What follows belongs to an exercise in optimizing a design on an open flow for small area and a short achievable clock period; a production flow would make more cautious choices.
At most, simulation tests tie the RTL to the original design; equivalence was not proved.

// matrix_multiplier
module matrix_multiplier (
    input clk,
    input reset,
    input start,
    input [7:0] in,
    output reg [15:0] o,
    output reg done
);
Settings: LEC_CHECK=0, CAP_MARGIN=20, CORE_MARGIN=2, CORE_UTILIZATION=40, CTS_BUF_LIST=sky130_fd_sc_hd__clkbuf_8, CTS_CLUSTER_DIAMETER=60, CTS_CLUSTER_SIZE=20, PLACE_DENSITY=0.8, SLEW_MARGIN=20, SYNTH_HIERARCHICAL=1, SYNTH_MINIMUM_KEEP_SIZE=0; clock period 8.0 ns.
standard.sh (not shown) runs the stock make flow with config.mk's settings and CLKGATE_MAP_FILE= SYNTH_SCRIPT=/design/flow/synth_recipe.tcl, a recipe that flattens the netlist after the stock synthesis.
==> flow/flow/run.sh <==
#!/bin/bash
# The standard layout flow with these changes in how the layout is made (the
# clock period and the constraints stay the design's): the ports are buffered
# with buf_2 cells, and clock tree synthesis adds no dummy loads. The make
# output goes to standard.log; each ORFS step keeps its own log under orfs/logs.
set -euo pipefail
bash standard.sh SETUP_SLACK_MARGIN=5.3 MATCH_CELL_FOOTPRINT=0 \
    "BUFFER_PORTS_ARGS=-buffer_cell sky130_fd_sc_hd__buf_2" \
    "CTS_ARGS=-sink_clustering_enable -repair_clock_nets -dont_use_dummy_load -buf_list sky130_fd_sc_hd__clkbuf_8 -sink_clustering_size 20 -sink_clustering_max_diameter 60" \
    finish > standard.log 2>&1
==> next run, changes <==
--- a/flow/flow/run.sh
+++ b/flow/flow/run.sh
@@ -7 +7 @@
-bash standard.sh SETUP_SLACK_MARGIN=5.3 MATCH_CELL_FOOTPRINT=0 \
+bash standard.sh SETUP_SLACK_MARGIN=5 \
CORE_UTILIZATION = 45   (was 40)
GPL_ROUTABILITY_DRIVEN = 0   (was not set)
What happened: Setup slack got worse by 0.11 ns; count of clock-buffer cells in the layout does not change; synthesized cell count is unchanged.
==> next run, changes <==
CORE_UTILIZATION = 40   (was 45)
GPL_ROUTABILITY_DRIVEN = not set   (was 0)
PLACE_DENSITY = not set   (was 0.8)
Outcome:
- die area came out higher by roughly a tenth
- utilization came out lower by 5.4 points
==> next run, changes <==
--- a/flow/flow/run.sh
+++ b/flow/flow/run.sh
@@ -7 +7 @@
-bash standard.sh SETUP_SLACK_MARGIN=5 \
+bash standard.sh SETUP_SLACK_MARGIN=5.2 MATCH_CELL_FOOTPRINT=0 \
PLACE_DENSITY = 0.8   (was not set)
After rerunning:
- The new run completed without violations
- worst setup slack gets better by 0.056 ns
- wire length is about the same
- count of clock-buffer cells in the layout shrinks by 2
- final cell count is higher by 1.6%
- area after synthesis is unchanged
- via count increases by 3.6%
- global-route usage fell by 0.19 points
==> next run, changes <==
--- a/flow/flow/run.sh
+++ b/flow/flow/run.sh
@@ -7 +7 @@
-bash standard.sh SETUP_SLACK_MARGIN=5.2 MATCH_CELL_FOOTPRINT=0 \
+bash standard.sh SETUP_SLACK_MARGIN=5 \
Register-to-register slack loses 0.04 ns.
Count of clock-buffer cells in the layout stays the same.
Worst setup slack loses 0.040 ns.
Hold slack gains 0.0075 ns.
Routed wire length went down by 1.8%.
Non-clock buffer count went down by 23.
Sequential share of layout area went up by 0.78 points.

========
## job 9368
Starting RTL as in the previous note.
// matrix_multiplier
module matrix_multiplier (
    input clk,
    input reset,
    input start,
    input [7:0] in,
    output reg [15:0] o,
    output reg done
);
    reg [4:0] cnt;
    wire busy = cnt != 5'd0;
    wire [7:0] in_n = ~in;    
    reg [7:0] r0 [0:2];
    reg [7:0] r1 [0:2];
    reg [7:0] r2 [0:2];
    wire load_b0 = cnt >= 5'd10 && cnt <= 5'd12;
    wire load_b1 = cnt >= 5'd13 && cnt <= 5'd15;
    wire load_b2 = cnt >= 5'd16 && cnt <= 5'd18;
    always @(posedge clk) begin
        r0[0] <= load_b0 ? in_n : r0[2];
        r1[0] <= load_b1 ? in_n : r1[2];
        r2[0] <= load_b2 ? in_n : r2[2];
        r0[1] <= r0[0]; r0[2] <= r0[1];
        r1[1] <= r1[0]; r1[2] <= r1[1];
        r2[1] <= r2[0]; r2[2] <= r2[1];
    end
    reg [7:0] a0 [0:2];
    always @(posedge clk)
        if (cnt == 5'd1 || cnt == 5'd4 || cnt == 5'd7 || cnt == 5'd20 || cnt == 5'd23) begin
            a0[0] <= a0[1]; a0[1] <= a0[2]; a0[2] <= in_n;
        end
    reg [7:0] a1 [0:2];
    always @(posedge clk)
        if (cnt == 5'd2 || cnt == 5'd5 || cnt == 5'd8 || cnt == 5'd21 || cnt == 5'd24) begin
            a1[0] <= a1[1]; a1[1] <= a1[2]; a1[2] <= in_n;
        end
    reg [7:0] a2 [0:2];
    always @(posedge clk)
        if (cnt == 5'd3 || cnt == 5'd6 || cnt == 5'd9 || cnt == 5'd22 || cnt == 5'd25) begin
            a2[0] <= a2[1]; a2[1] <= a2[2]; a2[2] <= in_n;
        end
    wire [7:0] ha0 = a0[0];           
    wire [7:0] b0 = r0[1];            
    wire [7:0] ha1 = a1[0];           
    wire [7:0] b1 = r1[2];            
    wire [7:0] ha2 = a2[0];           
    wire [7:0] b2 = r2[0];            
    reg a1e_next;
  ...
export LEC_CHECK = 0
export CAP_MARGIN = 20
export CORE_MARGIN = 2
export CORE_UTILIZATION = 40
export CTS_BUF_LIST = sky130_fd_sc_hd__clkbuf_8
export CTS_CLUSTER_DIAMETER = 60
export CTS_CLUSTER_SIZE = 20
export PLACE_DENSITY = 0.9
export SLEW_MARGIN = 20
export SYNTH_HIERARCHICAL = 1
export SYNTH_MINIMUM_KEEP_SIZE = 0
create_clock -name core_clock -period 8.0 [get_ports {clk}]
==> flow/flow/run.sh <==
#!/bin/bash
# The standard layout flow with these changes in how the layout is made (the
# clock period and the constraints stay the design's): the ports are buffered
# with buf_2 cells, and clock tree synthesis adds no dummy loads. The make
# output goes to standard.log; each ORFS step keeps its own log under orfs/logs.
set -euo pipefail
bash standard.sh SETUP_SLACK_MARGIN=5 \
    "BUFFER_PORTS_ARGS=-buffer_cell sky130_fd_sc_hd__buf_2" \
    "CTS_ARGS=-sink_clustering_enable -repair_clock_nets -dont_use_dummy_load -buf_list sky130_fd_sc_hd__clkbuf_8 -sink_clustering_size 20 -sink_clustering_max_diameter 60" \
    finish > standard.log 2>&1
Edits applied to the flow inputs when going from job 9368 to job 1474:
--- a/flow/flow/run.sh
+++ b/flow/flow/run.sh
@@ -9 +9 @@
-    "CTS_ARGS=-sink_clustering_enable -repair_clock_nets -dont_use_dummy_load -buf_list sky130_fd_sc_hd__clkbuf_8 -sink_clustering_size 20 -sink_clustering_max_diameter 60" \
+    "CTS_ARGS=-sink_clustering_enable -repair_clock_nets -dont_use_dummy_load -buf_list sky130_fd_sc_hd__clkbuf_16 -sink_clustering_size 30 -sink_clustering_max_diameter 80" \
--- a/flow/config.mk
+++ b/flow/config.mk
@@ -14 +13,0 @@
-export PLACE_DENSITY = 0.9
[summary]
Delta (job 1474 minus job 9368): cell count shows a reduction of about 0.4%; minimum hold slack rose by 0.043 ns; setup slack shows an increase of 0.046 ns.

========
matrix_multiplier, a different RTL version from the one above (not shown whole).
Size: ~880 cells after synthesis, about 250 flip-flops, roughly 28 I/O pins, ~11000 um2 of cells after synthesis.
Settings: LEC_CHECK=0, CAP_MARGIN=20, CORE_MARGIN=2, CORE_UTILIZATION=40, CTS_BUF_LIST=sky130_fd_sc_hd__clkbuf_8, CTS_CLUSTER_DIAMETER=60, CTS_CLUSTER_SIZE=20, PLACE_DENSITY=0.8, SLEW_MARGIN=20, SYNTH_HIERARCHICAL=1, SYNTH_MINIMUM_KEEP_SIZE=0; clock period 8.0 ns.
==> flow/flow/run.sh <==
#!/bin/bash
# The standard layout flow with these changes in how the layout is made (the
# clock period and the constraints stay the design's): the ports are buffered
# with buf_2 cells, and clock tree synthesis adds no dummy loads. The make
# output goes to standard.log; each ORFS step keeps its own log under orfs/logs.
set -euo pipefail
bash standard.sh SETUP_SLACK_MARGIN=5 \
    "BUFFER_PORTS_ARGS=-buffer_cell sky130_fd_sc_hd__buf_2" \
    "CTS_ARGS=-sink_clustering_enable -repair_clock_nets -dont_use_dummy_load -buf_list sky130_fd_sc_hd__clkbuf_8 -sink_clustering_size 20 -sink_clustering_max_diameter 60" \
    finish > standard.log 2>&1
The first run finished clean.
==> next run, changes <==
--- a/flow/flow/run.sh
+++ b/flow/flow/run.sh
@@ -6,3 +6,3 @@
 set -euo pipefail
-bash standard.sh SETUP_SLACK_MARGIN=5 \
+bash standard.sh SETUP_SLACK_MARGIN=5.35 MATCH_CELL_FOOTPRINT=0 \
     "BUFFER_PORTS_ARGS=-buffer_cell sky130_fd_sc_hd__buf_2" \
What happened: Routed wire length increases by 6.7%. Sequential cell count does not change. Maximum frequency increases by about 3%. Worst setup slack gains 79 ps.
==> next run, changes <==
--- a/flow/flow/run.sh
+++ b/flow/flow/run.sh
@@ -6,3 +6,3 @@
 set -euo pipefail
-bash standard.sh SETUP_SLACK_MARGIN=5.35 MATCH_CELL_FOOTPRINT=0 \
+bash standard.sh SETUP_SLACK_MARGIN=5.25 MATCH_CELL_FOOTPRINT=0 \
     "BUFFER_PORTS_ARGS=-buffer_cell sky130_fd_sc_hd__buf_2" \
The changed run finished clean.
Cell count shrinks by 1.8%.
Via count drops by 2.2%.
Setup slack is worse by 52 ps.
Critical path depth stays the same.
Wire length shrinks by 4.6%.
Design area came out lower by 2.8%.
Hold slack is about the same.
Synthesized area does not change.

========
## tundra
matrix_multiplier, a different RTL version from the one above (not shown whole).
For scale: ~870 cells after synthesis, ~250 flip-flops, ~28 I/O pins.
## matrix_multiplier
module matrix_multiplier (
    input clk,
    input reset,
    input start,
    input [7:0] in,
    output reg [15:0] o,
    output reg done
);
==> flow/config.mk <==
export PLATFORM = sky130hd
export DESIGN_NAME = matrix_multiplier
export DESIGN_NICKNAME = matrix_multiplier
export VERILOG_FILES = /design/flow/design.v
export SDC_FILE = /design/flow/constraint.sdc
export NUM_CORES = 4
export LEC_CHECK = 0
export CAP_MARGIN = 20
export CORE_MARGIN = 2
export CORE_UTILIZATION = 40
export CTS_BUF_LIST = sky130_fd_sc_hd__clkbuf_8
export CTS_CLUSTER_DIAMETER = 60
export CTS_CLUSTER_SIZE = 20
export PLACE_DENSITY = 0.75
export SLEW_MARGIN = 20
export SYNTH_HIERARCHICAL = 1
export SYNTH_MINIMUM_KEEP_SIZE = 0
==> flow/constraint.sdc <==
create_clock -name core_clock -period 8.0 [get_ports {clk}]
set_input_delay 1.6000 -clock core_clock [delete_from_list [all_inputs] [get_ports {clk}]]
set_output_delay 1.6000 -clock core_clock [all_outputs]
set_load 0.01 [all_outputs]
==> flow/flow/run.sh <==
#!/bin/bash
# The standard layout flow with these changes in how the layout is made (the
# clock period and the constraints stay the design's): the ports are buffered
# with buf_2 cells, and clock tree synthesis adds no dummy loads. The make
# output goes to standard.log; each ORFS step keeps its own log under orfs/logs.
set -euo pipefail
bash standard.sh SETUP_SLACK_MARGIN=5 \
    "BUFFER_PORTS_ARGS=-buffer_cell sky130_fd_sc_hd__buf_2" \
    "CTS_ARGS=-sink_clustering_enable -repair_clock_nets -dont_use_dummy_load -buf_list sky130_fd_sc_hd__clkbuf_8 -sink_clustering_size 20 -sink_clustering_max_diameter 60" \
    finish > standard.log 2>&1
tundra | stages: all done | timing, DRC, antenna: all pass
Here is what was changed in the inputs of harbor compared with tundra.
diff --git a/flow/config.mk b/flow/config.mk
--- a/flow/config.mk
+++ b/flow/config.mk
@@ -12,5 +12,6 @@
 export CTS_CLUSTER_DIAMETER = 60
 export CTS_CLUSTER_SIZE = 20
-export PLACE_DENSITY = 0.75
+export GPL_ROUTABILITY_DRIVEN = 0
+export PLACE_DENSITY = 0.8
 export SLEW_MARGIN = 20
 export SYNTH_HIERARCHICAL = 1
==> comparison <==
Re count of pins on the block boundary: no difference whatsoever between harbor and tundra. Synthesized area came out exactly the same in tundra and harbor. Any difference in filler-free cell count of the finished design between tundra and harbor is small enough to ignore. The worst relative slew slack reported for harbor is greater than that of tundra by 0.63 points. There was hardly any difference in half-perimeter wire length after detailed placement between tundra and harbor. Across both runs, worst hold margin was lower for harbor than for tundra. Wire length on met1 ended up about 5.3% lower on harbor than on tundra. harbor ends up with higher global routing usage on met3 than tundra does. Summary: shortest clock period the worst path allows after layout, harbor worse than tundra.
Input changes introduced in amber (baseline for comparison: harbor):
diff --git a/flow/config.mk b/flow/config.mk
--- a/flow/config.mk
+++ b/flow/config.mk
@@ -12,6 +12,5 @@
 export CTS_CLUSTER_DIAMETER = 60
 export CTS_CLUSTER_SIZE = 20
-export GPL_ROUTABILITY_DRIVEN = 0
-export PLACE_DENSITY = 0.8
+export PLACE_DENSITY = 0.65
 export SLEW_MARGIN = 20
 export SYNTH_HIERARCHICAL = 1
Notes after the runs:
amber | stages: all done | timing, DRC, antenna: all pass. amber vs. harbor: wire length went up by 390 um. Comparing amber against harbor, there is no change at all in height of the die. Looking at source of the critical timing path, the a1[0][0] result is from amber; the r2[0][3] one comes from harbor.
Here is what was changed in the inputs of nickel compared with amber.
diff --git a/flow/config.mk b/flow/config.mk
--- a/flow/config.mk
+++ b/flow/config.mk
@@ -8,9 +8,9 @@
 export CAP_MARGIN = 20
 export CORE_MARGIN = 2
-export CORE_UTILIZATION = 40
+export CORE_UTILIZATION = 50
 export CTS_BUF_LIST = sky130_fd_sc_hd__clkbuf_8
 export CTS_CLUSTER_DIAMETER = 60
 export CTS_CLUSTER_SIZE = 20
-export PLACE_DENSITY = 0.65
+export PLACE_DENSITY = 0.7
 export SLEW_MARGIN = 20
 export SYNTH_HIERARCHICAL = 1
Results
- In nickel relative to amber, overall routed net length had gone down by a few percent.
- nickel vs. amber: via count of the routed design has increased; initial standard-cell utilization of the core went up.

========
matrix_multiplier, a different RTL version from the one above (not shown whole).
Size in the first run: ~880 cells after synthesis, roughly 290 flip-flops, roughly 28 I/O pins, about 12000 sq um of cells after synthesis.
clock: 8.0 ns
lec_check: 0
cap_margin: 20
core_margin: 2
core_utilization: 40
setup_slack_margin: 5
slew_margin: 20
synth_hierarchical: 1
synth_minimum_keep_size: 0
run.sh (not shown) runs the stock make flow with config.mk's settings and CLKGATE_MAP_FILE= SYNTH_SCRIPT=/design/flow/synth_recipe.tcl, a recipe that flattens the netlist after the stock synthesis.
Stock flow here: none of the scripts above is used.
The first run went through all stages and came out clean.
Change:
CTS_BUF_LIST = sky130_fd_sc_hd__clkbuf_4 sky130_fd_sc_hd__clkbuf_8   (was default)
What happened:
- cell area drops by 0.50%
- setup slack gets better by 0.020 ns
- final cell count goes up by 2.1%
- first-iteration DRC count is higher by 3.0%
- routed wire length grows by 1.2%
Function was not checked in any run of this note: the RTL went through the layout flow alone.

========
matrix_multiplier, a different RTL version from the one above (not shown whole).
Size in the first run: ~960 cells after synthesis, about 290 flip-flops, roughly 28 I/O pins, roughly 0.012 mm² of cells after synthesis.
Settings: LEC_CHECK=0, CAP_MARGIN=20, CORE_MARGIN=2, CORE_UTILIZATION=40, CTS_BUF_LIST=sky130_fd_sc_hd__clkbuf_8, CTS_CLUSTER_DIAMETER=60, CTS_CLUSTER_SIZE=20, SLEW_MARGIN=20, SYNTH_HIERARCHICAL=1, SYNTH_MINIMUM_KEEP_SIZE=0; clock period 8.0 ns.
standard.sh (not shown) runs the stock make flow with config.mk's settings and CLKGATE_MAP_FILE= SYNTH_SCRIPT=/design/flow/synth_recipe.tcl, a recipe that flattens the netlist after the stock synthesis.
==> flow/flow/run.sh <==
#!/bin/bash
set -euo pipefail
bash standard.sh SETUP_SLACK_MARGIN=${MARGIN:-5.5} finish > standard.log 2>&1
Edit:
==> flow/run.sh (new file) <==
#!/bin/bash
# synth_recipe.tcl (not shown) runs the flow's synth.tcl, then flattens the netlist and writes it again
# the make line also repeats each setting of config.mk as NAME=value (left out here)
make -C /OpenROAD-flow-scripts/flow DESIGN_CONFIG=/design/flow/config.mk WORK_HOME=/design/flow/orfs CLKGATE_MAP_FILE= SYNTH_SCRIPT=/design/flow/synth_recipe.tcl finish
Settings changed: SETUP_SLACK_MARGIN from default to 5.
removed: flow/flow/run.sh
removed: flow/standard.sh
Wire length decreases by 4.9%.
Synthesized area does not change.
First-iteration DRC count goes up by 36%.
Clock skew grows by 0.0071 ns.

## port drivers added, routing unchanged
In the flow no input, the clock included, has a driving cell. The finished layouts below were timed again as built, in two steps.
Step 1: set_driving_cell puts a clkbuf_16 on clk and a buf_2 on each other input, an assumption about the parent block.
Step 2 times the ports against the registers' clock, not the clock port: input delays grow and output delays shrink by t, the midpoint of the rising clock arrivals with the driver on.
Three values: ideal, step 1, step 2; two values: the first two.
run	t, ns	slack for setup (ns)	clock arrival spread, ns	worst data-port slew with drivers (ns)
the first run of note 1	0.562	5.273 / 5.273 / 5.273	0.040 / 0.039	0.03
the second run of note 1	0.547	5.161 / 5.161 / 5.161	0.060 / 0.060	0.03
the third run of note 1	0.554	5.184 / 5.184 / 5.184	0.065 / 0.065	0.04
the fourth run of note 1	0.554	5.239 / 5.239 / 5.239	0.048 / 0.048	0.03
the fifth run of note 1	0.553	5.199 / 5.199 / 5.199	0.050 / 0.050	0.03
job 9368	0.548	5.146 / 5.146 / 5.146	0.075 / 0.074	0.03
job 1474	0.512	5.192 / 5.192 / 5.192	0.059 / 0.059	0.04
the first run of note 3	0.543	5.264 / 5.264 / 5.264	0.041 / 0.041	0.03
the second run of note 3	0.546	5.343 / 5.331 / 5.343	0.041 / 0.042	0.03
the third run of note 3	0.542	5.291 / 5.291 / 5.291	0.039 / 0.039	0.03
tundra	0.549	5.265 / 5.265 / 5.265	0.024 / 0.024	0.03
harbor	0.557	5.261 / 5.261 / 5.261	0.044 / 0.045	0.03
amber	0.542	5.219 / 5.219 / 5.219	0.045 / 0.046	0.03
nickel	0.552	5.267 / 5.267 / 5.267	0.037 / 0.037	0.03
the first run of note 5	0.601	5.160 / 5.111 / 5.182	0.037 / 0.037	0.04
the second run of note 5	0.591	5.180 / 5.136 / 5.199	0.021 / 0.021	0.04
the first run of note 6	0.581	5.260 / 5.260 / 5.260	0.018 / 0.019	0.03
the second run of note 6	0.603	5.180 / 5.136 / 5.187	0.026 / 0.026	0.03
After both steps every run listed still meets setup and hold.
